This is an optimization exercise on Yosys and OpenROAD, whose aim is small area and a short achievable clock period, not a production implementation.
RTL that was checked went through simulation tests only; none was proved equivalent to the original.
Only the layout flow was run in run 1; the RTL was not checked for function there.
Power and IR drop assume default switching activity.

## flow/design.v (module list and top-level ports; edited modules follow where they fit)
// module work_zyq: 63 lines
// module zq_rca: 15 lines
// module zq_cneg: 14 lines
// module zq_bcd29: 28 lines
// module zq_ctl: 27 lines
// module zq_v4: 166 lines
// module zq_mul15: 691 lines
// module zq_div15: 591 lines
module work_zyq(CLK,rst,keystat,dataout);
  // ...
==> flow/flow/run.sh <==
#!/bin/bash
# Own layout flow: the standard synthesis and layout, except that
#  - Yosys skips the quick ABC pass inside synth (-noabc), extracts full/half adder
#    cells only in the modules listed in flow/fa_modules.txt (kept apart until mapping,
#    then flattened like the rest), and maps the logic with the area-oriented ABC script
#    in flow/abc.script (no gate upsizing); the next-state module zq_ctl is mapped with
#    ORFS's speed script;
#  - port buffers are buf_2 cells;
#  - the resizer's repair_timing aims at the slack in flow/margin.txt (the SDC's clock is
#    unchanged).
# Each tool's full output goes to a log file in the work folder.
set -euo pipefail
WORK=$(pwd)
FL=$WORK/flow
MARGIN=$(cat "$FL/margin.txt")
FAMODS=$(cat "$FL/fa_modules.txt")

sed -e "s#^source \$::env(SCRIPTS_DIR)/synth_preamble.tcl#source \$::env(SCRIPTS_DIR)/synth_preamble.tcl\nset abc_fast \$abc_args\nset abc_args [lreplace \$abc_args 1 1 $FL/abc.script]#" \
    -e "s#^  extract_fa {\*}\[dont_use_extract_fa_args\]\$#  extract_fa {*}[dont_use_extract_fa_args] $FAMODS#" \
    -e "s#^  log_cmd abc {\*}\$abc_args\$#  log_cmd abc {*}\$abc_fast zq_ctl\n  log_cmd abc {*}\$abc_args \$::env(DESIGN_NAME) $FAMODS#" \
  "$FLOW_HOME/scripts/synth.tcl" > "$WORK/own_synth.tcl"
grep -q "lreplace \$abc_args 1 1" "$WORK/own_synth.tcl"
grep -q "abc_fast zq_ctl" "$WORK/own_synth.tcl"
grep -q "extract_fa {\*}\[dont_use_extract_fa_args\] $FAMODS" "$WORK/own_synth.tcl"
sed "s#\$::env(SCRIPTS_DIR)/synth.tcl#$WORK/own_synth.tcl#" "$WORK/synth_recipe.tcl" > "$WORK/own_synth_recipe.tcl"
grep -q "own_synth.tcl" "$WORK/own_synth_recipe.tcl"
sed "s#SYNTH_SCRIPT=[^ ]*#SYNTH_SCRIPT=$WORK/own_synth_recipe.tcl#" "$WORK/standard.sh" > "$WORK/own_synth.sh"
grep -q "own_synth_recipe.tcl" "$WORK/own_synth.sh"

SYNTH_KEEP_MODULES="zq_ctl $FAMODS" SYNTH_ARGS=-noabc bash "$WORK/own_synth.sh" synth > "$WORK/synth.log" 2>&1
export BUFFER_PORTS_ARGS="-buffer_cell sky130_fd_sc_hd__buf_2"
export SETUP_SLACK_MARGIN=$MARGIN
bash "$WORK/standard.sh" > "$WORK/layout.log" 2>&1
test -f "$WORK/out/final.def"
==> flow/flow/abc.script <==
strash
dch
amap
topo
==> flow/flow/fa_modules.txt <==
zq_mul15
==> flow/flow/margin.txt <==
174.0
==> flow/standard.sh <==
#!/bin/bash
# synth_recipe.tcl (not shown) runs the flow's synth.tcl, then flattens the netlist and writes it again
# the make line also repeats each setting of config.mk as NAME=value (left out here)
make -C /OpenROAD-flow-scripts/flow DESIGN_CONFIG=/design/flow/config.mk WORK_HOME=/design/flow/orfs CLKGATE_MAP_FILE= SYNTH_SCRIPT=/design/flow/synth_recipe.tcl "${@:-finish}"
==> flow/config.mk <==
export PLATFORM = sky130hd
export DESIGN_NAME = work_zyq
export DESIGN_NICKNAME = work_zyq
export VERILOG_FILES = /design/flow/design.v
export SDC_FILE = /design/flow/constraint.sdc
export NUM_CORES = 8
export LEC_CHECK = 0
export CAP_MARGIN = 20
export CORE_MARGIN = 2
export CORE_UTILIZATION = 40
export SLEW_MARGIN = 20
==> flow/constraint.sdc <==
create_clock -name core_clock -period 220.0 [get_ports {CLK}]
set_input_delay 44.0000 -clock core_clock [delete_from_list [all_inputs] [get_ports {CLK}]]
set_output_delay 44.0000 -clock core_clock [all_outputs]
set_load 0.01 [all_outputs]
==> results.txt, run 1 <==
run status=no timing/DRC/antenna violations; Clk pin slew, worst setup/hold paths=0.07 ns; largest family of logic cells by synthesized area=compound AO/OA/AOI/OAI gates; worst slew pin tran=1.01 ns; multi-input logic portion of the cell area=0.799; Slew Viols, Final=0; Synth Area in Compound Gates=0.335; Worst setup EP type=flip-flop; PD cells=6.84 mW/mm2; CP Capture Point=dataout[13]; Hold Crit Start=dataout[29]; CTS tree=yes; Largest area class, layout=multi-input combinational cells; GRT overflow=0; Top Consumer=combinational logic; mapped cell area=0.0176 mm2; # fillers=4487; later-pin clock latency in the skew report=0.29 ns; initial core utilization=0.407; setup ws final=174.24 ns; first-pass GRT wire length=89900 um; deepest clock path buffer count=2; clk tree area frac=0.00901; DP HPWL=41900 um; Top Layer Used=met4; buffering overhead=0.0344; Crit path depth=5; # placed instances=3341
==> run 2, diff against run 1 <==
--- a/flow/design.v
+++ b/flow/design.v
@@ -1034,17 +1034,20 @@
 	wire q_417, q_418, q_419, q_420, q_421, q_422, q_423, q_424, q_425, q_426, q_427, q_428, q_429, q_430, q_431, q_432;
 	wire q_433, q_434, q_435, q_436, q_437, q_438, q_439, q_440, q_441, q_442, q_443, q_444, q_445, q_446, q_447, q_448;
 	wire q_449, q_450, q_451, q_452, q_453, q_454, q_455, q_456, q_457, q_458, q_459, q_460, q_461, q_462, q_463, q_464;
 	wire q_465, q_466, q_467, q_468, q_469, q_470, q_471, q_472, q_473, q_474, q_475, q_476, q_477, q_478, q_479, q_480;
 	wire q_481, q_482, q_483, q_484, q_485, q_486, q_487, q_488, q_489, q_490, q_491, q_492, q_493, q_494, q_495, q_496;
 	wire q_497, q_498, q_499, q_500, q_501, q_502, q_503, q_504, q_505, q_506, q_507, q_508, q_509, q_510, q_511, q_512;
 	wire q_513, q_514, q_515, q_516, q_517, q_518, q_519, q_520, q_521, q_522, q_523, q_524, q_525, q_526, q_527, q_528;
 	wire q_529, q_530, q_531, q_532, q_533, q_534, q_535, q_536, q_537, q_538, q_539, q_540, q_541, q_542, q_543, q_544;
-	wire q_545, q_546, q_547, q_548, q_549, q_550, q_551;
+	wire q_545, q_546, q_547, q_548, q_549, q_550, q_551, q_552, q_553, q_554, q_555, q_556, q_557, q_558, q_559, q_560;
+	wire q_561, q_562, q_563, q_564, q_565, q_566, q_567, q_568, q_569, q_570, q_571, q_572, q_573, q_574, q_575, q_576;
+	wire q_577, q_578, q_579, q_580, q_581, q_582, q_583, q_584, q_585, q_586, q_587, q_588, q_589, q_590, q_591, q_592;
+	wire q_593, q_594, q_595;
 	assign q_1 = ~d[0];
 	assign q_2 = n[14] ^ q_1 ^ 1'b1;
 	assign q_3 = (n[14] & q_1) | (n[14] & 1'b1) | (q_1 & 1'b1);
 	assign q_4 = q_3 & ~|d[14:1];
 	assign q_5 = q_4 ? q_2 : n[14];
 	assign q_6 = ~d[0];
 	assign q_7 = ~d[1];
 	assign q_8 = n[13] ^ q_6 ^ 1'b1;
@@ -1384,212 +1387,256 @@
 	assign q_342 = q_314 ^ q_327 ^ q_341;
 	assign q_343 = (q_314 & q_327) | (q_314 & q_341) | (q_327 & q_341);
 	assign q_344 = q_315 ^ q_328 ^ q_343;
 	assign q_345 = (q_315 & q_328) | (q_315 & q_343) | (q_328 & q_343);
 	assign q_346 = q_316 ^ q_329 ^ q_345;
 	assign q_347 = (q_316 & q_329) | (q_316 & q_345) | (q_329 & q_345);
 	assign q_348 = q_317 ^ q_330 ^ q_347;
 	assign q_349 = (q_317 & q_330) | (q_317 & q_347) | (q_330 & q_347);
-	assign q_350 = q_318 ^ q_331 ^ q_349;
-	assign q_351 = (q_318 & q_331) | (q_318 & q_349) | (q_331 & q_349);
+	assign q_350 = q_318 ^ q_331;
+	assign q_351 = q_318 & q_331;
 	assign q_352 = q_319 ^ q_332 ^ q_351;
 	assign q_353 = (q_319 & q_332) | (q_319 & q_351) | (q_332 & q_351);
 	assign q_354 = q_320 ^ q_333 ^ q_353;
 	assign q_355 = (q_320 & q_333) | (q_320 & q_353) | (q_333 & q_353);
 	assign q_356 = q_321 ^ q_334 ^ q_355;
 	assign q_357 = (q_321 & q_334) | (q_321 & q_355) | (q_334 & q_355);
 	assign q_358 = q_322 ^ q_335 ^ q_357;
 	assign q_359 = (q_322 & q_335) | (q_322 & q_357) | (q_335 & q_357);
 	assign q_360 = q_323 ^ q_336 ^ q_359;
 	assign q_361 = (q_323 & q_336) | (q_323 & q_359) | (q_336 & q_359);
 	assign q_362 = q_324 ^ q_337 ^ q_361;
 	assign q_363 = (q_324 & q_337) | (q_324 & q_361) | (q_337 & q_361);
-	assign q_364 = q_363 & ~|d[14:13];
-	assign q_365 = q_364 ? q_338 : n[2];
-	assign q_366 = q_364 ? q_340 : q_313;
-	assign q_367 = q_364 ? q_342 : q_314;
-	assign q_368 = q_364 ? q_344 : q_315;
-	assign q_369 = q_364 ? q_346 : q_316;
-	assign q_370 = q_364 ? q_348 : q_317;
-	assign q_371 = q_364 ? q_350 : q_318;
-	assign q_372 = q_364 ? q_352 : q_319;
-	assign q_373 = q_364 ? q_354 : q_320;
-	assign q_374 = q_364 ? q_356 : q_321;
-	assign q_375 = q_364 ? q_358 : q_322;
-	assign q_376 = q_364 ? q_360 : q_323;
-	assign q_377 = q_364 ? q_362 : q_324;
-	assign q_378 = ~d[0];
-	assign q_379 = ~d[1];
-	assign q_380 = ~d[2];
-	assign q_381 = ~d[3];
-	assign q_382 = ~d[4];
-	assign q_383 = ~d[5];
-	assign q_384 = ~d[6];
-	assign q_385 = ~d[7];
-	assign q_386 = ~d[8];
-	assign q_387 = ~d[9];
-	assign q_388 = ~d[10];
-	assign q_389 = ~d[11];
-	assign q_390 = ~d[12];
-	assign q_391 = ~d[13];
-	assign q_392 = n[1] ^ q_378 ^ 1'b1;
-	assign q_393 = (n[1] & q_378) | (n[1] & 1'b1) | (q_378 & 1'b1);
-	assign q_394 = q_365 ^ q_379 ^ q_393;
-	assign q_395 = (q_365 & q_379) | (q_365 & q_393) | (q_379 & q_393);
-	assign q_396 = q_366 ^ q_380 ^ q_395;
-	assign q_397 = (q_366 & q_380) | (q_366 & q_395) | (q_380 & q_395);
-	assign q_398 = q_367 ^ q_381 ^ q_397;
-	assign q_399 = (q_367 & q_381) | (q_367 & q_397) | (q_381 & q_397);
-	assign q_400 = q_368 ^ q_382 ^ q_399;
-	assign q_401 = (q_368 & q_382) | (q_368 & q_399) | (q_382 & q_399);
-	assign q_402 = q_369 ^ q_383 ^ q_401;
-	assign q_403 = (q_369 & q_383) | (q_369 & q_401) | (q_383 & q_401);
-	assign q_404 = q_370 ^ q_384 ^ q_403;
-	assign q_405 = (q_370 & q_384) | (q_370 & q_403) | (q_384 & q_403);
-	assign q_406 = q_371 ^ q_385 ^ q_405;
-	assign q_407 = (q_371 & q_385) | (q_371 & q_405) | (q_385 & q_405);
-	assign q_408 = q_372 ^ q_386 ^ q_407;
-	assign q_409 = (q_372 & q_386) | (q_372 & q_407) | (q_386 & q_407);
-	assign q_410 = q_373 ^ q_387 ^ q_409;
-	assign q_411 = (q_373 & q_387) | (q_373 & q_409) | (q_387 & q_409);
-	assign q_412 = q_374 ^ q_388 ^ q_411;
-	assign q_413 = (q_374 & q_388) | (q_374 & q_411) | (q_388 & q_411);
-	assign q_414 = q_375 ^ q_389 ^ q_413;
-	assign q_415 = (q_375 & q_389) | (q_375 & q_413) | (q_389 & q_413);
-	assign q_416 = q_376 ^ q_390 ^ q_415;
-	assign q_417 = (q_376 & q_390) | (q_376 & q_415) | (q_390 & q_415);
-	assign q_418 = q_377 ^ q_391 ^ q_417;
-	assign q_419 = (q_377 & q_391) | (q_377 & q_417) | (q_391 & q_417);
-	assign q_420 = q_419 & ~|d[14:14];
-	assign q_421 = q_420 ? q_392 : n[1];
-	assign q_422 = q_420 ? q_394 : q_365;
-	assign q_423 = q_420 ? q_396 : q_366;
-	assign q_424 = q_420 ? q_398 : q_367;
-	assign q_425 = q_420 ? q_400 : q_368;
-	assign q_426 = q_420 ? q_402 : q_369;
-	assign q_427 = q_420 ? q_404 : q_370;
-	assign q_428 = q_420 ? q_406 : q_371;
-	assign q_429 = q_420 ? q_408 : q_372;
-	assign q_430 = q_420 ? q_410 : q_373;
-	assign q_431 = q_420 ? q_412 : q_374;
-	assign q_432 = q_420 ? q_414 : q_375;
-	assign q_433 = q_420 ? q_416 : q_376;
-	assign q_434 = q_420 ? q_418 : q_377;
-	assign q_435 = ~d[0];
-	assign q_436 = ~d[1];
-	assign q_437 = ~d[2];
-	assign q_438 = ~d[3];
-	assign q_439 = ~d[4];
-	assign q_440 = ~d[5];
-	assign q_441 = ~d[6];
-	assign q_442 = ~d[7];
-	assign q_443 = ~d[8];
-	assign q_444 = ~d[9];
-	assign q_445 = ~d[10];
-	assign q_446 = ~d[11];
-	assign q_447 = ~d[12];
-	assign q_448 = ~d[13];
-	assign q_449 = ~d[14];
-	assign q_450 = n[0] & q_435;
-	assign q_451 = n[0] ^ q_435;
-	assign q_452 = q_421 & q_436;
-	assign q_453 = q_421 ^ q_436;
-	assign q_454 = q_422 & q_437;
-	assign q_455 = q_422 ^ q_437;
-	assign q_456 = q_423 & q_438;
-	assign q_457 = q_423 ^ q_438;
-	assign q_458 = q_424 & q_439;
-	assign q_459 = q_424 ^ q_439;
-	assign q_460 = q_425 & q_440;
-	assign q_461 = q_425 ^ q_440;
-	assign q_462 = q_426 & q_441;
-	assign q_463 = q_426 ^ q_441;
-	assign q_464 = q_427 & q_442;
-	assign q_465 = q_427 ^ q_442;
-	assign q_466 = q_428 & q_443;
-	assign q_467 = q_428 ^ q_443;
-	assign q_468 = q_429 & q_444;
-	assign q_469 = q_429 ^ q_444;
-	assign q_470 = q_430 & q_445;
-	assign q_471 = q_430 ^ q_445;
-	assign q_472 = q_431 & q_446;
-	assign q_473 = q_431 ^ q_446;
-	assign q_474 = q_432 & q_447;
-	assign q_475 = q_432 ^ q_447;
-	assign q_476 = q_433 & q_448;
-	assign q_477 = q_433 ^ q_448;
-	assign q_478 = q_434 & q_449;
-	assign q_479 = q_434 ^ q_449;
-	assign q_480 = q_450 | (q_451 & 1'b1);
-	assign q_481 = q_452 | (q_453 & q_480);
-	assign q_482 = q_453 & q_451;
-	assign q_483 = q_456 | (q_457 & q_454);
-	assign q_484 = q_457 & q_455;
-	assign q_485 = q_460 | (q_461 & q_458);
-	assign q_486 = q_461 & q_459;
-	assign q_487 = q_464 | (q_465 & q_462);
-	assign q_488 = q_465 & q_463;
-	assign q_489 = q_468 | (q_469 & q_466);
-	assign q_490 = q_469 & q_467;
-	assign q_491 = q_472 | (q_473 & q_470);
-	assign q_492 = q_473 & q_471;
-	assign q_493 = q_476 | (q_477 & q_474);
-	assign q_494 = q_477 & q_475;
-	assign q_495 = q_454 | (q_455 & q_481);
-	assign q_496 = q_455 & q_482;
-	assign q_497 = q_483 | (q_484 & q_481);
-	assign q_498 = q_484 & q_482;
-	assign q_499 = q_462 | (q_463 & q_485);
-	assign q_500 = q_463 & q_486;
-	assign q_501 = q_487 | (q_488 & q_485);
-	assign q_502 = q_488 & q_486;
-	assign q_503 = q_470 | (q_471 & q_489);
-	assign q_504 = q_471 & q_490;
-	assign q_505 = q_491 | (q_492 & q_489);
-	assign q_506 = q_492 & q_490;
-	assign q_507 = q_478 | (q_479 & q_493);
-	assign q_508 = q_479 & q_494;
-	assign q_509 = q_458 | (q_459 & q_497);
-	assign q_510 = q_459 & q_498;
-	assign q_511 = q_485 | (q_486 & q_497);
-	assign q_512 = q_486 & q_498;
-	assign q_513 = q_499 | (q_500 & q_497);
-	assign q_514 = q_500 & q_498;
-	assign q_515 = q_501 | (q_502 & q_497);
-	assign q_516 = q_502 & q_498;
-	assign q_517 = q_474 | (q_475 & q_505);
-	assign q_518 = q_475 & q_506;
-	assign q_519 = q_493 | (q_494 & q_505);
-	assign q_520 = q_494 & q_506;
-	assign q_521 = q_507 | (q_508 & q_505);
-	assign q_522 = q_508 & q_506;
-	assign q_523 = q_466 | (q_467 & q_515);
-	assign q_524 = q_467 & q_516;
-	assign q_525 = q_489 | (q_490 & q_515);
-	assign q_526 = q_490 & q_516;
-	assign q_527 = q_503 | (q_504 & q_515);
-	assign q_528 = q_504 & q_516;
-	assign q_529 = q_505 | (q_506 & q_515);
-	assign q_530 = q_506 & q_516;
-	assign q_531 = q_517 | (q_518 & q_515);
-	assign q_532 = q_518 & q_516;
-	assign q_533 = q_519 | (q_520 & q_515);
-	assign q_534 = q_520 & q_516;
-	assign q_535 = q_521 | (q_522 & q_515);
-	assign q_536 = q_522 & q_516;
-	assign q_537 = q_451 ^ 1'b1;
-	assign q_538 = q_453 ^ q_480;
-	assign q_539 = q_455 ^ q_481;
-	assign q_540 = q_457 ^ q_495;
-	assign q_541 = q_459 ^ q_497;
-	assign q_542 = q_461 ^ q_509;
-	assign q_543 = q_463 ^ q_511;
-	assign q_544 = q_465 ^ q_513;
-	assign q_545 = q_467 ^ q_515;
-	assign q_546 = q_469 ^ q_523;
-	assign q_547 = q_471 ^ q_525;
-	assign q_548 = q_473 ^ q_527;
-	assign q_549 = q_475 ^ q_529;
-	assign q_550 = q_477 ^ q_531;
-	assign q_551 = q_479 ^ q_533;
-	assign q = {q_4, q_12, q_24, q_40, q_60, q_84, q_112, q_144, q_180, q_220, q_264, q_312, q_364, q_420, q_535};
+	assign q_364 = q_318 ^ q_331 ^ 1'b1;
+	assign q_365 = (q_318 & q_331) | (q_318 & 1'b1) | (q_331 & 1'b1);
+	assign q_366 = q_319 ^ q_332 ^ q_365;
+	assign q_367 = (q_319 & q_332) | (q_319 & q_365) | (q_332 & q_365);
+	assign q_368 = q_320 ^ q_333 ^ q_367;
+	assign q_369 = (q_320 & q_333) | (q_320 & q_367) | (q_333 & q_367);
+	assign q_370 = q_321 ^ q_334 ^ q_369;
+	assign q_371 = (q_321 & q_334) | (q_321 & q_369) | (q_334 & q_369);
+	assign q_372 = q_322 ^ q_335 ^ q_371;
+	assign q_373 = (q_322 & q_335) | (q_322 & q_371) | (q_335 & q_371);
+	assign q_374 = q_323 ^ q_336 ^ q_373;
+	assign q_375 = (q_323 & q_336) | (q_323 & q_373) | (q_336 & q_373);
+	assign q_376 = q_324 ^ q_337 ^ q_375;
+	assign q_377 = (q_324 & q_337) | (q_324 & q_375) | (q_337 & q_375);
+	assign q_378 = q_349 ? q_364 : q_350;
+	assign q_379 = q_349 ? q_366 : q_352;
+	assign q_380 = q_349 ? q_368 : q_354;
+	assign q_381 = q_349 ? q_370 : q_356;
+	assign q_382 = q_349 ? q_372 : q_358;
+	assign q_383 = q_349 ? q_374 : q_360;
+	assign q_384 = q_349 ? q_376 : q_362;
+	assign q_385 = q_349 ? q_377 : q_363;
+	assign q_386 = q_385 & ~|d[14:13];
+	assign q_387 = q_386 ? q_338 : n[2];
+	assign q_388 = q_386 ? q_340 : q_313;
+	assign q_389 = q_386 ? q_342 : q_314;
+	assign q_390 = q_386 ? q_344 : q_315;
+	assign q_391 = q_386 ? q_346 : q_316;
+	assign q_392 = q_386 ? q_348 : q_317;
+	assign q_393 = q_386 ? q_378 : q_318;
+	assign q_394 = q_386 ? q_379 : q_319;
+	assign q_395 = q_386 ? q_380 : q_320;
+	assign q_396 = q_386 ? q_381 : q_321;
+	assign q_397 = q_386 ? q_382 : q_322;
+	assign q_398 = q_386 ? q_383 : q_323;
+	assign q_399 = q_386 ? q_384 : q_324;
+	assign q_400 = ~d[0];
+	assign q_401 = ~d[1];
+	assign q_402 = ~d[2];
+	assign q_403 = ~d[3];
+	assign q_404 = ~d[4];
+	assign q_405 = ~d[5];
+	assign q_406 = ~d[6];
+	assign q_407 = ~d[7];
+	assign q_408 = ~d[8];
+	assign q_409 = ~d[9];
+	assign q_410 = ~d[10];
+	assign q_411 = ~d[11];
+	assign q_412 = ~d[12];
+	assign q_413 = ~d[13];
+	assign q_414 = n[1] ^ q_400 ^ 1'b1;
+	assign q_415 = (n[1] & q_400) | (n[1] & 1'b1) | (q_400 & 1'b1);
+	assign q_416 = q_387 ^ q_401 ^ q_415;
+	assign q_417 = (q_387 & q_401) | (q_387 & q_415) | (q_401 & q_415);
+	assign q_418 = q_388 ^ q_402 ^ q_417;
+	assign q_419 = (q_388 & q_402) | (q_388 & q_417) | (q_402 & q_417);
+	assign q_420 = q_389 ^ q_403 ^ q_419;
+	assign q_421 = (q_389 & q_403) | (q_389 & q_419) | (q_403 & q_419);
+	assign q_422 = q_390 ^ q_404 ^ q_421;
+	assign q_423 = (q_390 & q_404) | (q_390 & q_421) | (q_404 & q_421);
+	assign q_424 = q_391 ^ q_405 ^ q_423;
+	assign q_425 = (q_391 & q_405) | (q_391 & q_423) | (q_405 & q_423);
+	assign q_426 = q_392 ^ q_406 ^ q_425;
+	assign q_427 = (q_392 & q_406) | (q_392 & q_425) | (q_406 & q_425);
+	assign q_428 = q_393 ^ q_407;
+	assign q_429 = q_393 & q_407;
+	assign q_430 = q_394 ^ q_408 ^ q_429;
+	assign q_431 = (q_394 & q_408) | (q_394 & q_429) | (q_408 & q_429);
+	assign q_432 = q_395 ^ q_409 ^ q_431;
+	assign q_433 = (q_395 & q_409) | (q_395 & q_431) | (q_409 & q_431);
+	assign q_434 = q_396 ^ q_410 ^ q_433;
+	assign q_435 = (q_396 & q_410) | (q_396 & q_433) | (q_410 & q_433);
+	assign q_436 = q_397 ^ q_411 ^ q_435;
+	assign q_437 = (q_397 & q_411) | (q_397 & q_435) | (q_411 & q_435);
+	assign q_438 = q_398 ^ q_412 ^ q_437;
+	assign q_439 = (q_398 & q_412) | (q_398 & q_437) | (q_412 & q_437);
+	assign q_440 = q_399 ^ q_413 ^ q_439;
+	assign q_441 = (q_399 & q_413) | (q_399 & q_439) | (q_413 & q_439);
+	assign q_442 = q_393 ^ q_407 ^ 1'b1;
+	assign q_443 = (q_393 & q_407) | (q_393 & 1'b1) | (q_407 & 1'b1);
+	assign q_444 = q_394 ^ q_408 ^ q_443;
+	assign q_445 = (q_394 & q_408) | (q_394 & q_443) | (q_408 & q_443);
+	assign q_446 = q_395 ^ q_409 ^ q_445;
+	assign q_447 = (q_395 & q_409) | (q_395 & q_445) | (q_409 & q_445);
+	assign q_448 = q_396 ^ q_410 ^ q_447;
+	assign q_449 = (q_396 & q_410) | (q_396 & q_447) | (q_410 & q_447);
+	assign q_450 = q_397 ^ q_411 ^ q_449;
+	assign q_451 = (q_397 & q_411) | (q_397 & q_449) | (q_411 & q_449);
+	assign q_452 = q_398 ^ q_412 ^ q_451;
+	assign q_453 = (q_398 & q_412) | (q_398 & q_451) | (q_412 & q_451);
+	assign q_454 = q_399 ^ q_413 ^ q_453;
+	assign q_455 = (q_399 & q_413) | (q_399 & q_453) | (q_413 & q_453);
+	assign q_456 = q_427 ? q_442 : q_428;
+	assign q_457 = q_427 ? q_444 : q_430;
+	assign q_458 = q_427 ? q_446 : q_432;
+	assign q_459 = q_427 ? q_448 : q_434;
+	assign q_460 = q_427 ? q_450 : q_436;
+	assign q_461 = q_427 ? q_452 : q_438;
+	assign q_462 = q_427 ? q_454 : q_440;
+	assign q_463 = q_427 ? q_455 : q_441;
+	assign q_464 = q_463 & ~|d[14:14];
+	assign q_465 = q_464 ? q_414 : n[1];
+	assign q_466 = q_464 ? q_416 : q_387;
+	assign q_467 = q_464 ? q_418 : q_388;
+	assign q_468 = q_464 ? q_420 : q_389;
+	assign q_469 = q_464 ? q_422 : q_390;
+	assign q_470 = q_464 ? q_424 : q_391;
+	assign q_471 = q_464 ? q_426 : q_392;
+	assign q_472 = q_464 ? q_456 : q_393;
+	assign q_473 = q_464 ? q_457 : q_394;
+	assign q_474 = q_464 ? q_458 : q_395;
+	assign q_475 = q_464 ? q_459 : q_396;
+	assign q_476 = q_464 ? q_460 : q_397;
+	assign q_477 = q_464 ? q_461 : q_398;
+	assign q_478 = q_464 ? q_462 : q_399;
+	assign q_479 = ~d[0];
+	assign q_480 = ~d[1];
+	assign q_481 = ~d[2];
+	assign q_482 = ~d[3];
+	assign q_483 = ~d[4];
+	assign q_484 = ~d[5];
+	assign q_485 = ~d[6];
+	assign q_486 = ~d[7];
+	assign q_487 = ~d[8];
+	assign q_488 = ~d[9];
+	assign q_489 = ~d[10];
+	assign q_490 = ~d[11];
+	assign q_491 = ~d[12];
+	assign q_492 = ~d[13];
+	assign q_493 = ~d[14];
+	assign q_494 = n[0] & q_479;
+	assign q_495 = n[0] ^ q_479;
+	assign q_496 = q_465 & q_480;
+	assign q_497 = q_465 ^ q_480;
+	assign q_498 = q_466 & q_481;
+	assign q_499 = q_466 ^ q_481;
+	assign q_500 = q_467 & q_482;
+	assign q_501 = q_467 ^ q_482;
+	assign q_502 = q_468 & q_483;
+	assign q_503 = q_468 ^ q_483;
+	assign q_504 = q_469 & q_484;
+	assign q_505 = q_469 ^ q_484;
+	assign q_506 = q_470 & q_485;
+	assign q_507 = q_470 ^ q_485;
+	assign q_508 = q_471 & q_486;
+	assign q_509 = q_471 ^ q_486;
+	assign q_510 = q_472 & q_487;
+	assign q_511 = q_472 ^ q_487;
+	assign q_512 = q_473 & q_488;
+	assign q_513 = q_473 ^ q_488;
+	assign q_514 = q_474 & q_489;
+	assign q_515 = q_474 ^ q_489;
+	assign q_516 = q_475 & q_490;
+	assign q_517 = q_475 ^ q_490;
+	assign q_518 = q_476 & q_491;
+	assign q_519 = q_476 ^ q_491;
+	assign q_520 = q_477 & q_492;
+	assign q_521 = q_477 ^ q_492;
+	assign q_522 = q_478 & q_493;
+	assign q_523 = q_478 ^ q_493;
+	assign q_524 = q_494 | (q_495 & 1'b1);
+	assign q_525 = q_496 | (q_497 & q_524);
+	assign q_526 = q_497 & q_495;
+	assign q_527 = q_500 | (q_501 & q_498);
+	assign q_528 = q_501 & q_499;
+	assign q_529 = q_504 | (q_505 & q_502);
+	assign q_530 = q_505 & q_503;
+	assign q_531 = q_508 | (q_509 & q_506);
+	assign q_532 = q_509 & q_507;
+	assign q_533 = q_512 | (q_513 & q_510);
+	assign q_534 = q_513 & q_511;
+	assign q_535 = q_516 | (q_517 & q_514);
+	assign q_536 = q_517 & q_515;
+	assign q_537 = q_520 | (q_521 & q_518);
+	assign q_538 = q_521 & q_519;
+	assign q_539 = q_498 | (q_499 & q_525);
+	assign q_540 = q_499 & q_526;
+	assign q_541 = q_527 | (q_528 & q_525);
+	assign q_542 = q_528 & q_526;
+	assign q_543 = q_506 | (q_507 & q_529);
+	assign q_544 = q_507 & q_530;
+	assign q_545 = q_531 | (q_532 & q_529);
+	assign q_546 = q_532 & q_530;
+	assign q_547 = q_514 | (q_515 & q_533);
+	assign q_548 = q_515 & q_534;
+	assign q_549 = q_535 | (q_536 & q_533);
+	assign q_550 = q_536 & q_534;
+	assign q_551 = q_522 | (q_523 & q_537);
+	assign q_552 = q_523 & q_538;
+	assign q_553 = q_502 | (q_503 & q_541);
+	assign q_554 = q_503 & q_542;
+	assign q_555 = q_529 | (q_530 & q_541);
+	assign q_556 = q_530 & q_542;
+	assign q_557 = q_543 | (q_544 & q_541);
+	assign q_558 = q_544 & q_542;
+	assign q_559 = q_545 | (q_546 & q_541);
+	assign q_560 = q_546 & q_542;
+	assign q_561 = q_518 | (q_519 & q_549);
+	assign q_562 = q_519 & q_550;
+	assign q_563 = q_537 | (q_538 & q_549);
+	assign q_564 = q_538 & q_550;
+	assign q_565 = q_551 | (q_552 & q_549);
+	assign q_566 = q_552 & q_550;
+	assign q_567 = q_510 | (q_511 & q_559);
+	assign q_568 = q_511 & q_560;
+	assign q_569 = q_533 | (q_534 & q_559);
+	assign q_570 = q_534 & q_560;
+	assign q_571 = q_547 | (q_548 & q_559);
+	assign q_572 = q_548 & q_560;
+	assign q_573 = q_549 | (q_550 & q_559);
+	assign q_574 = q_550 & q_560;
+	assign q_575 = q_561 | (q_562 & q_559);
+	assign q_576 = q_562 & q_560;
+	assign q_577 = q_563 | (q_564 & q_559);
+	assign q_578 = q_564 & q_560;
+	assign q_579 = q_565 | (q_566 & q_559);
+	assign q_580 = q_566 & q_560;
+	assign q_581 = q_495 ^ 1'b1;
+	assign q_582 = q_497 ^ q_524;
+	assign q_583 = q_499 ^ q_525;
+	assign q_584 = q_501 ^ q_539;
+	assign q_585 = q_503 ^ q_541;
+	assign q_586 = q_505 ^ q_553;
+	assign q_587 = q_507 ^ q_555;
+	assign q_588 = q_509 ^ q_557;
+	assign q_589 = q_511 ^ q_559;
+	assign q_590 = q_513 ^ q_567;
+	assign q_591 = q_515 ^ q_569;
+	assign q_592 = q_517 ^ q_571;
+	assign q_593 = q_519 ^ q_573;
+	assign q_594 = q_521 ^ q_575;
+	assign q_595 = q_523 ^ q_577;
+	assign q = {q_4, q_12, q_24, q_40, q_60, q_84, q_112, q_144, q_180, q_220, q_264, q_312, q_386, q_464, q_579};
 endmodule
==> flow/flow/margin.txt (replaced) <==
174.6
==> run 2 against run 1 <==
Setup slack improved by 0.41 ns. Critical path type unchanged. Largest power group unchanged. Worst hold slack about the same. Clock power decreased by 0.4%. Via count increased by 0.48%. Clock skew increased by 0.00099 ns. Critical path depth unchanged. Count of clock-buffer cells in the layout unchanged. Cell count increased by 1.5%. Synthesized cell count increased by 2.2%. Still clean. Critical endpoint is now dataout[27]. Routed wire length decreased by 0.83%. Final area decreased by 0.63%. Total power increased by 25%.
==> results.txt, run 2 <==
Hold EP=dataout[31] (was dataout[29]); met3 Usage GRT=0.0215 (was 0.0199); min Tclk post-route=45.35 ns (was 45.76 ns); first-pass GRT wire length=91700 um (was 89900 um); mapped cell area=0.0178 mm2 (was 0.0176 mm2); worst slew pin tran=0.793 ns (was 1.01 ns); DRT Pass-1 Iters=8 (was 6); Worst setup EP type=flip-flop (unchanged); drt wl/cell=16.1 um (was 16.5 um); met2 Use GR=0.402 (was 0.418); cell with the most instances after synthesis=nor2_1 (unchanged); clock sinks=55 (unchanged); commonest non-fill, non-tap cell in the layout=nor2_1 (unchanged); max reg flops=32 (unchanged); RePlAce Congestion=0.884 (was 0.906); CP max FO=56 (unchanged); P&R area growth vs syn=7.54% (was 9.66%); Setup Skew=0.00965 ns (was 0.00866 ns); post-synthesis sequential area ratio=0.0618 (was 0.0626); met1 GRT Util=0.318 (was 0.321); num ports=39 (unchanged); simple-gate share of the synthesized area=0.246 (was 0.241); CTS tree=yes (unchanged); Synth top cells by count=780 x nor2_1, 314 x o21ai_0, 289 x clkinv_1, 274 x a21oi_1, 212 x nand2_1 (was 745 x nor2_1, 305 x o21ai_0, 284 x clkinv_1, 260 x a21oi_1, 211 x nand2_1); initial core utilization=0.404 (was 0.407); Synth Instances=2804 (was 2744); Die H=215 um (was 214 um); reg2reg end=dataout[0] (unchanged); Worst EP required=220.19 ns (was 220.13 ns); largest net degree at the start of global routing=57 (unchanged); Max Cap Violations=0 (unchanged); Min-Delay Path Class=reg2reg (unchanged); Tcrit/Tclk final=0.206 (was 0.208); later-pin clock latency in the skew report=0.30 ns (was 0.29 ns); htree depth=2 (unchanged); run status=no timing/DRC/antenna violations (unchanged); total negative setup slack=0 ns (unchanged); WS Path Type=in2reg (unchanged); Nets=3061 (was 3018); GRT overflow=0 (unchanged); EDFF count, synth=0 (unchanged); Hold Vio Cnt, Final=0 (unchanged); ANT cells=0 (unchanged); vias post-DR=19.8k (was 19.7k); Port Buffer Count=38 (unchanged); GRT Total Usage=0.235 (was 0.241); RSZ-0062 raised after global routing=no (unchanged); Synth Area in Compound Gates=0.336 (was 0.335); die area=0.0463 mm2 (was 0.0457 mm2); routed vias/inst=5.74 (was 5.80); adder-cell share of the synthesized area=0.228 (was 0.231); DP HPWL=41900 um (about the same); deepest clock path buffer count=2 (unchanged); largest family of logic cells by synthesized area=compound AO/OA/AOI/OAI gates (unchanged); Slew Viols, Final=0 (unchanged); Synth Area in XOR/XNOR=0.0290 (was 0.0309); register name with the most flops=dataout (unchanged); Layout Utilization=0.434 (was 0.446); Largest regs=dataout x32, first x15, prestat x5 (unchanged); vias in the first global route=18.7k (was 18.2k); Reg2Reg Setup Slack=180.45 ns (was 178.73 ns); FMAX=22.0 MHz (was 21.9 MHz); crit path DAT=45.55 ns (was 45.90 ns); Most Crowded Layer GR=met2 (unchanged); fin area=0.0192 mm2 (was 0.0193 mm2); YS warnings=2 (unchanged); area of placed instances=0.0186 mm2 (was 0.0184 mm2); Hold Path Depth=2 (unchanged); Die Wd=215 um (was 214 um); CTS Buf Count=5 (unchanged); root buf cell=clkbuf_16 (unchanged); Synth Flop Type=dfxtp_1 (unchanged); Clk pin slew, worst setup/hold paths=0.07 ns (about the same); Synth top area share=0.218 (was 0.221); total length of routed wires=55300 um (was 55700 um); critical path launch point type=primary input (unchanged); FF-to-FF Start=dataout[12] (unchanged); Synth Area per Inst=6.36 um2 (was 6.41 um2); initial DRC count=1519 (was 1343); Synth area leader=fa_1 (unchanged); relative slew slack=0.468 (was 0.325); synth top area cells=fa_1 22%, nor2_1 16%, o21ai_0 8.8% (was fa_1 22%, nor2_1 16%, o21ai_0 8.7%); Layout Cells excl Fill=3438 (was 3388); syn nets=3020 (was 2960); initial antenna violation count=0 (unchanged); DRC=0 (unchanged); # placed instances=3407 (was 3341); setup violators final=0 (unchanged); Routed Antenna Nets=0 (unchanged); share of layout cells above drive strength 1=0.0531 (was 0.0838); synthesized flop and latch total=55 (unchanged); Reg2Reg Depth=259 (was 291); most frequent cells in the layout=778 x nor2_1, 302 x o21ai_0, 285 x clkinv_1 (was 732 x nor2_1, 280 x clkinv_1, 274 x o21ai_0); peak supply drop=14.5 uV (was 9.54 uV); Rows=77 (was 76); synth unique cells=65 (was 60); Async SR Flop Fraction=0 (unchanged); CORE AREA=0.0441 mm2 (was 0.0433 mm2); PD cells=8.63 mW/mm2 (was 6.84 mW/mm2); Hold Crit Start=dataout[31] (was dataout[29]); Leakage=7.39 nW (was 7.47 nW); mux share of post-synthesis cell area=0.0126 (was 0.0128)
[run 2: power breakdown]
group / leakage, nW / total, W / switching [W] / internal (W)
Combinational: 6.87 / 0.000146 / 0.0000953 / 0.0000505
Sequential: 0.446 / 0.0000105 / 0.000000379 / 0.0000102
Clock: 0.0815 / 0.00000914 / 0.00000371 / 0.00000543
[run 2: how the worst max path moves through the flow]
stage | from | endpoint | slack [ns]
floorplan | keystat[1] | first[10] | 174.69
global placement | rst | dataout[30] | 173.74
detailed placement | rst | dataout[27] | 173.74
CTS | rst | dataout[28] | 174.71
global route | dataout[12] | dataout[0] | 174.39
finish | rst | dataout[27] | 174.65
[run 2: worst max-delay path: stages]
cell and delay [ns]:
buf_6 0.21, or2_4 0.34, nor2_2 0.61, a22oi_1 0.21, o32ai_1 0.16
[run 2: cell type report]
type                    count  area (um2)
fillers                  4627       25000
well taps                 592         741
inverters                 322        1220
clock buffers               6         129
repair buffers             83         551
multi-input cells        2378       15400
clock inverters             2        38.8
flip-flops and latches     55        1100
[run 2: cell families (layout without fill, tap and decap cells)]
family	count (synthesis)	count (layout)
and+or+nand+nor	1100	1101
DFF	55	55
AOI/OAI and AO/OA	992	992
muxes	17	17
xor gates and xnor gates	59	59
buffers and inverters	372	413
adders and majority gates	209	209
[run 2: timing repair]
action,in CTS,in global routing
hold buffers,0,0
cloned,0,1
setup buffers,1,21
endpoints found under the setup margin,50,12
pin swaps,2,10
resized for setup,3,46
[run 2: Yosys stat by module, one instance, submodules excluded]
| module | area, um2 | cells |
|---|---|---|
| zq_ctl | 1270 | 175 |
| work_zyq | 11300 | 2133 |
| zq_mul15 | 5260 | 496 |
[run 2: through the flow]
stage               power, W  setup WS, ns  hold slack, ns
global placement    0.000143        173.74           0.460
detailed placement  0.000148        173.74           0.469
global route        0.000185        174.39           0.505
finish              0.000165        174.65           0.479
floorplan           0.000120        174.69           0.492
CTS                 0.000157        174.71           0.480
[run 2: routing by layer]
metal / share of wire / vias to the layer above
met1: 0.45 / 9185
met4: 0.020 / 0
met3: 0.056 / 88
li1: - / 9888
met5: 0 / -
met2: 0.47 / 589
==> run 3, diff against run 2 <==
==> flow/flow/margin.txt (replaced) <==
175.0
==> run 3 against run 2 <==
Still clean. Via count up 1.5%. Fmax is 0.51% higher. Synthesized area stayed put. Critical endpoint is now first[8]. Sequential share of layout area fell by 0.18 points. Largest power group unchanged. Largest cell class unchanged. Highest routed layer unchanged. Die area stayed put.
==> results.txt, run 3 <==
run status=no timing/DRC/antenna violations (unchanged); CP max FO=6 (was 56); total length of routed wires=57800 um (was 55300 um); share of layout cells above drive strength 1=0.0783 (was 0.0531); EDFF count, synth=0 (unchanged); Leakage=7.71 nW (was 7.39 nW); vias post-DR=20.0k (was 19.8k); initial core utilization=0.404 (unchanged); Routed Antenna Nets=0 (unchanged); PD cells=8.36 mW/mm2 (was 8.63 mW/mm2); largest net degree at the start of global routing=40 (was 57); CTS Buf Count=5 (unchanged); Worst EP required=220.18 ns (was 220.19 ns); Hold Vio Cnt, Final=0 (unchanged); fin area=0.0200 mm2 (was 0.0192 mm2); Port Buffer Count=38 (unchanged); most frequent cells in the layout=778 x nor2_1, 300 x o21ai_0, 286 x clkinv_1 (was 778 x nor2_1, 302 x o21ai_0, 285 x clkinv_1); register name with the most flops=dataout (unchanged); initial DRC count=1520 (was 1519); crit-path max cell delay=0.29 ns (was 0.61 ns); Min-Delay Path Class=reg2reg (unchanged); Max Cap Violations=0 (unchanged); clock sinks=55 (unchanged); Die H=215 um (unchanged); synthesized flop and latch total=55 (unchanged); Slew Viols, Final=0 (unchanged); CORE AREA=0.0441 mm2 (unchanged); deepest clock path buffer count=2 (unchanged); synth top area cells=fa_1 22%, nor2_1 16%, o21ai_0 8.8% (unchanged); drt wl/cell=16.7 um (was 16.1 um); Setup Skew=0.00650 ns (was 0.00965 ns); mapped cell area=0.0178 mm2 (unchanged); syn nets=3020 (unchanged); Synth top area share=0.218 (unchanged); Synth area leader=fa_1 (unchanged); Rows=77 (unchanged); crit path DAT=45.31 ns (was 45.55 ns); commonest non-fill, non-tap cell in the layout=nor2_1 (unchanged); Synth top cells by count=780 x nor2_1, 314 x o21ai_0, 289 x clkinv_1, 274 x a21oi_1, 212 x nand2_1 (unchanged); Synth Flop Type=dfxtp_1 (unchanged); RePlAce Congestion=0.886 (was 0.884); num ports=39 (unchanged); P&R area growth vs syn=12.2% (was 7.54%); cell with the most instances after synthesis=nor2_1 (unchanged); total negative setup slack=0 ns (unchanged); routed vias/inst=5.78 (was 5.74); relative slew slack=0.470 (was 0.468); Tcrit/Tclk final=0.205 (was 0.206); htree depth=2 (unchanged); GRT Total Usage=0.242 (was 0.235); Clk pin slew, worst setup/hold paths=0.07 ns (about the same); die area=0.0463 mm2 (unchanged); Async SR Flop Fraction=0 (unchanged); Synth Instances=2804 (unchanged); YS warnings=2 (unchanged); later-pin clock latency in the skew report=0.30 ns (about the same); Largest regs=dataout x32, first x15, prestat x5 (unchanged); Critical-path top delay cell=mux2_4 (was nor2_2); peak supply drop=13.9 uV (was 14.5 uV); synth unique cells=65 (unchanged); CTS tree=yes (unchanged); GRT overflow=0 (unchanged); DRT Pass-1 Iters=6 (was 8); max reg flops=32 (unchanged); DP HPWL=42300 um (was 41900 um); DRC=0 (unchanged); min Tclk post-route=45.13 ns (was 45.35 ns); ANT cells=0 (unchanged); post-synthesis sequential area ratio=0.0618 (unchanged); Nets=3089 (was 3061); CP bufs+invs=4 (was 1); Worst setup EP type=flip-flop (unchanged); Crit path max-delay family=buffers and inverters (was simple AND/OR/NAND/NOR gates); Crit path top cell by count=buf_12; area of placed instances=0.0188 mm2 (was 0.0186 mm2); initial antenna violation count=0 (unchanged); critical-path cell list=buf_12 -> xnor2_4 -> nand3_4 -> o211ai_4 -> buf_6 -> buf_12 -> buf_16 -> mux2_4 (was buf_6 -> or2_4 -> nor2_2 -> a22oi_1 -> o32ai_1); setup violators final=0 (unchanged); worst slew pin tran=0.787 ns (was 0.793 ns); root buf cell=clkbuf_16 (unchanged); Die Wd=215 um (unchanged); Synth Area per Inst=6.36 um2 (unchanged); critical path launch point type=primary input (unchanged); WS Path Type=in2reg (unchanged); RSZ-0062 raised after global routing=yes (was no); vias in the first global route=19.1k (was 18.7k); first-pass GRT wire length=93700 um (was 91700 um); FMAX=22.2 MHz (was 22.0 MHz)
run 3: cell counts after synthesis:
Identical to the previous run, type by type.
run 3: path summary, 6_finish.rpt:
check | start | end | slack [ns] | cells after the start
max | keystat[3] | first[8] | 174.88 | 8
min | dataout[30] | dataout[30] | 0.48 | 2
max reg2reg | dataout[14] | dataout[0] | 180.39 | 254
min reg2reg | dataout[30] | dataout[30] | 0.48 | 2
run 3: worst register-to-register path: cells and delay by family, from the launching register on:
family	cells	cell delay (ns)
compound gates	118	20.67
xor+xnor	2	0.50
buf+inv	34	4.73
flops	1	0.45
simple gates	100	13.11
run 3: area by class of cell:
cell class / count / area, um2
Inverter: 322 / 1220
Tap cell: 592 / 741
Clock inverter: 2 / 38.8
Sequential cell: 55 / 1110
Timing Repair Buffer: 109 / 1030
Multi-Input combinational cell: 2379 / 15700
Fill cell: 4541 / 24100
Timing Repair inverter: 1 / 7.51
Clock buffer: 6 / 139
run 3: repair_timing:
action	4_1_cts	5_1_grt
gates resized for setup	43	74
pin swaps	12	15
setup buffers	22	21
hold buffers	0	0
endpoints found under the setup margin	59	51
gates cloned	6	2
run 3: where the power goes:
part	internal, W	switching, W	total (W)
Sequential	0.0000102	0.000000433	0.0000106
Combinational	0.0000511	0.0000961	0.000147
Clock	0.00000573	0.00000384	0.00000958
Total	0.0000670	0.000100	0.000167
run 3: per-stage QoR:
stage / hold WS, ns / setup slack [ns] / power, W / utilization / instances
finish: 0.479 / 174.88 / 0.000167 / 0.453 / 3466
detailed placement: 0.470 / 173.68 / 0.000149 / 0.426 / 3407
global route: 0.495 / 174.85 / 0.000187 / 0.453 / 3466
global placement: 0.459 / 173.69 / 0.000144 / 0.426 / 3407
floorplan: 0.492 / 174.76 / 0.000121 / - / 2804
CTS: 0.480 / 174.91 / 0.000160 / 0.442 / 3443
run 3: cell families after synthesis:
kind of cell	after synthesis	share of synthesized area
AND/OR/NAND/NOR	1100	0.246
AO/OA/AOI/OAI	992	0.336
buffers and inverters	372	0.0863
adder cells (fa/ha/maj)	209	0.228
XOR/XNOR	59	0.0290
flip-flops	55	0.0618
multiplexers	17	0.0126
run 3: per-module statistics from Yosys, one instance, submodules excluded:
| module | flip-flops and latches | area [um2] | cells | times used |
|---|---|---|---|---|
| work_zyq | 55 | 11300 | 2133 | 1 |
| zq_mul15 | 0 | 5260 | 496 | 1 |
| zq_ctl | 0 | 1270 | 175 | 1 |
run 3: layer usage:
layer  vias up  GRT usage  wire [um]
li1       9936          -          -
met3        93     0.0235       3480
met1      9432      0.316      25600
met4         0     0.0568       1280
met5         -          0          0
met2       585      0.431      27400
==> run 4, diff against run 3 <==
==> flow/flow/margin.txt (replaced) <==
174.0
==> run 4 against run 3 <==
Count of clock-buffer cells in the layout unchanged. Routed wire length is 4.8% lower. Combinational power about the same. Synthesized cell count unchanged. Worst hold slack worse by 0.0012 ns. Critical endpoint is now dataout[27]. Clock power fell by 4.8%. Sequential share of layout area increased by 0.23 points. Still clean. Sequential power hardly changed. Setup slack got worse by 0.60 ns.
==> results.txt, run 4 <==
run status=no timing/DRC/antenna violations (unchanged); RePlAce Congestion=0.884 (was 0.886); critical-path cell list=buf_2 -> and4bb_2 -> and3_2 -> a22oi_1 -> o32ai_1 (was buf_12 -> xnor2_4 -> nand3_4 -> o211ai_4 -> buf_6 -> buf_12 -> buf_16 -> mux2_4); register name with the most flops=dataout (unchanged); initial DRC count=1448 (was 1520); root buf cell=clkbuf_16 (unchanged); initial antenna violation count=0 (unchanged); total length of routed wires=55000 um (was 57800 um); Reg2Reg Setup Slack=179.86 ns (was 180.39 ns); CP bufs+invs=1 (was 4); deepest clock path buffer count=2 (unchanged); YS warnings=2 (unchanged); total negative setup slack=0 ns (unchanged); Synth Flop Type=dfxtp_1 (unchanged); syn nets=3020 (unchanged); Worst EP required=220.13 ns (was 220.18 ns); drt wl/cell=16.0 um (was 16.7 um); Switching Power=0.0000987 W (was 0.000100 W); FF-to-FF Start=dataout[13] (was dataout[14]); routed vias/inst=5.75 (was 5.78); Routed Antenna Nets=0 (unchanged); crit-path max cell delay=0.74 ns (was 0.29 ns); part of the power in combinational logic=0.880 (was 0.879); mapped cell area=0.0178 mm2 (unchanged); vias in the first global route=18.7k (was 19.1k); CORE AREA=0.0441 mm2 (unchanged); P&R area growth vs syn=6.65% (was 12.2%); Synth area leader=fa_1 (unchanged); Synth top cells by count=780 x nor2_1, 314 x o21ai_0, 289 x clkinv_1, 274 x a21oi_1, 212 x nand2_1 (unchanged); Setup Skew=0.00842 ns (was 0.00650 ns); critical path launch point type=primary input (unchanged); CP max FO=56 (was 6); Clk pin slew, worst setup/hold paths=0.07 ns (about the same); cell with the most instances after synthesis=nor2_1 (unchanged); Largest regs=dataout x32, first x15, prestat x5 (unchanged); EDFF count, synth=0 (unchanged); Net Sw Frac=0.602 (was 0.600); FMAX=21.9 MHz (was 22.2 MHz); clock sinks=55 (unchanged); synthesized flop and latch total=55 (unchanged); GRT overflow=0 (unchanged); Hold Path Depth=2 (unchanged); Max Cap Violations=0 (unchanged); Rows=77 (unchanged); peak supply drop=14.6 uV (was 13.9 uV); synth unique cells=65 (unchanged); commonest non-fill, non-tap cell in the layout=nor2_1 (unchanged); reg2reg end=dataout[0] (unchanged); later-pin clock latency in the skew report=0.29 ns (was 0.30 ns); GRT Total Usage=0.235 (was 0.242); cell-internal power=0.0000653 W (was 0.0000670 W); initial core utilization=0.404 (unchanged); Clk pwr share=0.056 (was 0.057); relative slew slack=0.334 (was 0.470); crit path DAT=45.86 ns (was 45.31 ns); Crit path max-delay family=buffers and inverters (unchanged); Synth top area share=0.218 (unchanged); Synth Instances=2804 (unchanged); Port Buffer Count=38 (unchanged); largest net degree at the start of global routing=57 (was 40); Async SR Flop Fraction=0 (unchanged); Min-Delay Path Class=reg2reg (unchanged); Hold Crit Start=dataout[31] (was dataout[30]); Leakage=7.32 nW (was 7.71 nW); ANT cells=0 (unchanged); DP HPWL=41900 um (was 42300 um); Die H=215 um (unchanged); vias post-DR=19.7k (was 20.0k); Hold EP=dataout[31] (was dataout[30]); RSZ-0062 raised after global routing=no (was yes); Critical-path top delay cell=buf_2 (was mux2_4); post-synthesis sequential area ratio=0.0618 (unchanged); Place WS=173.74 ns (was 173.68 ns); worst slew pin tran=0.999 ns (was 0.787 ns); Slew Viols, Final=0 (unchanged); CTS tree=yes (unchanged); Worst setup EP type=flip-flop (unchanged); Hold Buf Count CTS=0 (unchanged); min Tclk post-route=45.72 ns (was 45.13 ns); Hold Vio Cnt, Final=0 (unchanged); num ports=39 (unchanged); share of layout cells above drive strength 1=0.0462 (was 0.0783); Nets=3051 (was 3089); setup ws final=174.28 ns (was 174.88 ns); Sequential Power Share=0.064 (was 0.063); DRT Pass-1 Iters=8 (was 6); Reg2Reg Depth=255 (was 254); Die Wd=215 um (unchanged); die area=0.0463 mm2 (unchanged); DRC=0 (unchanged); CTS Buf Count=5 (unchanged); Synth Area per Inst=6.36 um2 (unchanged); most frequent cells in the layout=778 x nor2_1, 303 x o21ai_0, 287 x clkinv_1 (was 778 x nor2_1, 300 x o21ai_0, 286 x clkinv_1); synth top area cells=fa_1 22%, nor2_1 16%, o21ai_0 8.8% (unchanged); htree depth=2 (unchanged); first-pass GRT wire length=91600 um (was 93700 um); # fillers=4641 (was 4541); PD cells=8.63 mW/mm2 (was 8.36 mW/mm2); setup violators final=0 (unchanged); WS Path Type=in2reg (unchanged); max reg flops=32 (unchanged); Tcrit/Tclk final=0.208 (was 0.205)
## run 4: repair_timing
action | in CTS | in global routing
setup endpoints to repair | 0 | 5
setup buffers | 0 | 13
gates resized for setup | 0 | 33
## run 4: how the worst max path moves through the flow
stage | from | endpoint | depth (start not counted)
2_1_floorplan | keystat[1] | first[10] | 6
3_3_place_gp | rst | dataout[30] | 5
3_5_place_dp | rst | dataout[27] | 5
4_1_cts | rst | dataout[27] | 5
5_1_grt | dataout[12] | dataout[0] | 258
6_report | rst | dataout[27] | 5
## run 4: power by group through the flow
stage / clock network (W) / logic [W] / registers, W
finish: 0.00000912 / 0.000144 / 0.0000105
global route: 0.00000965 / 0.000164 / 0.0000106
global placement: 0 / 0.000133 / 0.0000107
floorplan: 0 / 0.000110 / 0.0000107
CTS: 0.00000922 / 0.000138 / 0.0000105
detailed placement: 0 / 0.000137 / 0.0000107
## run 4: metal layers
layer	GRT usage	wire, um	up-vias
li1	-	-	9861
met4	0.0646	1300	0
met1	0.318	24800	9169
met2	0.402	25600	596
met3	0.0215	3320	96
met5	0	0	-
## run 4: Yosys stat by module (local to each module, per instance)
module    cells  times used  cell area (um2)
zq_mul15    496           1             5260
work_zyq   2133           1            11300
zq_ctl      175           1             1270
## run 4: final cells by class
type | instances | area (um2) | share of cell area
Clock buffer | 6 | 129 | 0.00678
Tap cell | 592 | 741 | 0.0390
Sequential cell | 55 | 1100 | 0.0580
Multi-Input combinational cell | 2377 | 15300 | 0.806
Clock inverter | 2 | 38.8 | 0.00204
Inverter | 322 | 1210 | 0.0638
Timing Repair Buffer | 74 | 460 | 0.0242
## run 4: logic make-up after synthesis
| kind of cell | Yosys count | share of synthesized area |
|---|---|---|
| adder cells (fa/ha/maj) | 209 | 0.228 |
| multiplexers | 17 | 0.0126 |
| AO/OA/AOI/OAI | 992 | 0.336 |
| XOR/XNOR | 59 | 0.0290 |
| AND/OR/NAND/NOR | 1100 | 0.246 |
| flip-flops | 55 | 0.0618 |
| buffers and inverters | 372 | 0.0863 |
## run 4: per-stage QoR
stage / instances / instance area [um2] / utilization / power [W] / hold slack, ns
after floorplan: 2804 / 17800 / - / 0.000120 / 0.492
after CTS: 3415 / 18800 / 0.426 / 0.000157 / 0.480
after global placement: 3407 / 18600 / 0.422 / 0.000143 / 0.460
after global routing: 3428 / 19000 / 0.431 / 0.000184 / 0.505
final: 3428 / 19000 / 0.431 / 0.000164 / 0.478
after detailed placement: 3407 / 18600 / 0.422 / 0.000148 / 0.469
## run 4: worst reg2reg max path: cells and delay by family (launching register included)
family | cells | cell delay, ns
compound gates | 120 | 21.26
xor+xnor | 2 | 0.54
buf+inv | 36 | 5.31
flops | 1 | 0.59
simple gates | 97 | 12.31

[separate check: timing with driven ports]
No port has a modelled driver above. Below, the same layouts with a new extraction and two added sets of constraints. Step 1 assumes that a clkbuf_16 drives the clock port and a buf_2 every other input. Step 2 also shifts input and output timing later by t, the mid clock arrival at the registers, as if the neighbouring blocks saw the same clock. Slacks: no drivers / after step 1 / after step 2; pairs: no drivers / after step 1.
| run | t (ns) | setup slack, ns | hold slack, ns | latest minus earliest clock arrival (ns) | worst register clock-pin slew, ns |
|---|---|---|---|---|---|
| run 1 | 0.324 | 174.237 / 174.254 / 173.930 | 0.478 / 0.478 / 0.478 | 0.009 / 0.009 | 0.07 / 0.07 |
| run 2 | 0.331 | 174.645 / 174.649 / 174.319 | 0.479 / 0.479 / 0.479 | 0.009 / 0.009 | 0.08 / 0.08 |
| run 3 | 0.335 | 174.875 / 174.858 / 174.523 | 0.479 / 0.479 / 0.479 | 0.006 / 0.006 | 0.08 / 0.08 |
| run 4 | 0.331 | 174.278 / 174.286 / 173.955 | 0.478 / 0.478 / 0.478 | 0.009 / 0.009 | 0.08 / 0.08 |
After both steps setup and hold are still met in every run listed. The setup slack of run 3, which loses most, moves by -0.017 ns with the drivers and by -0.352 ns with both steps.
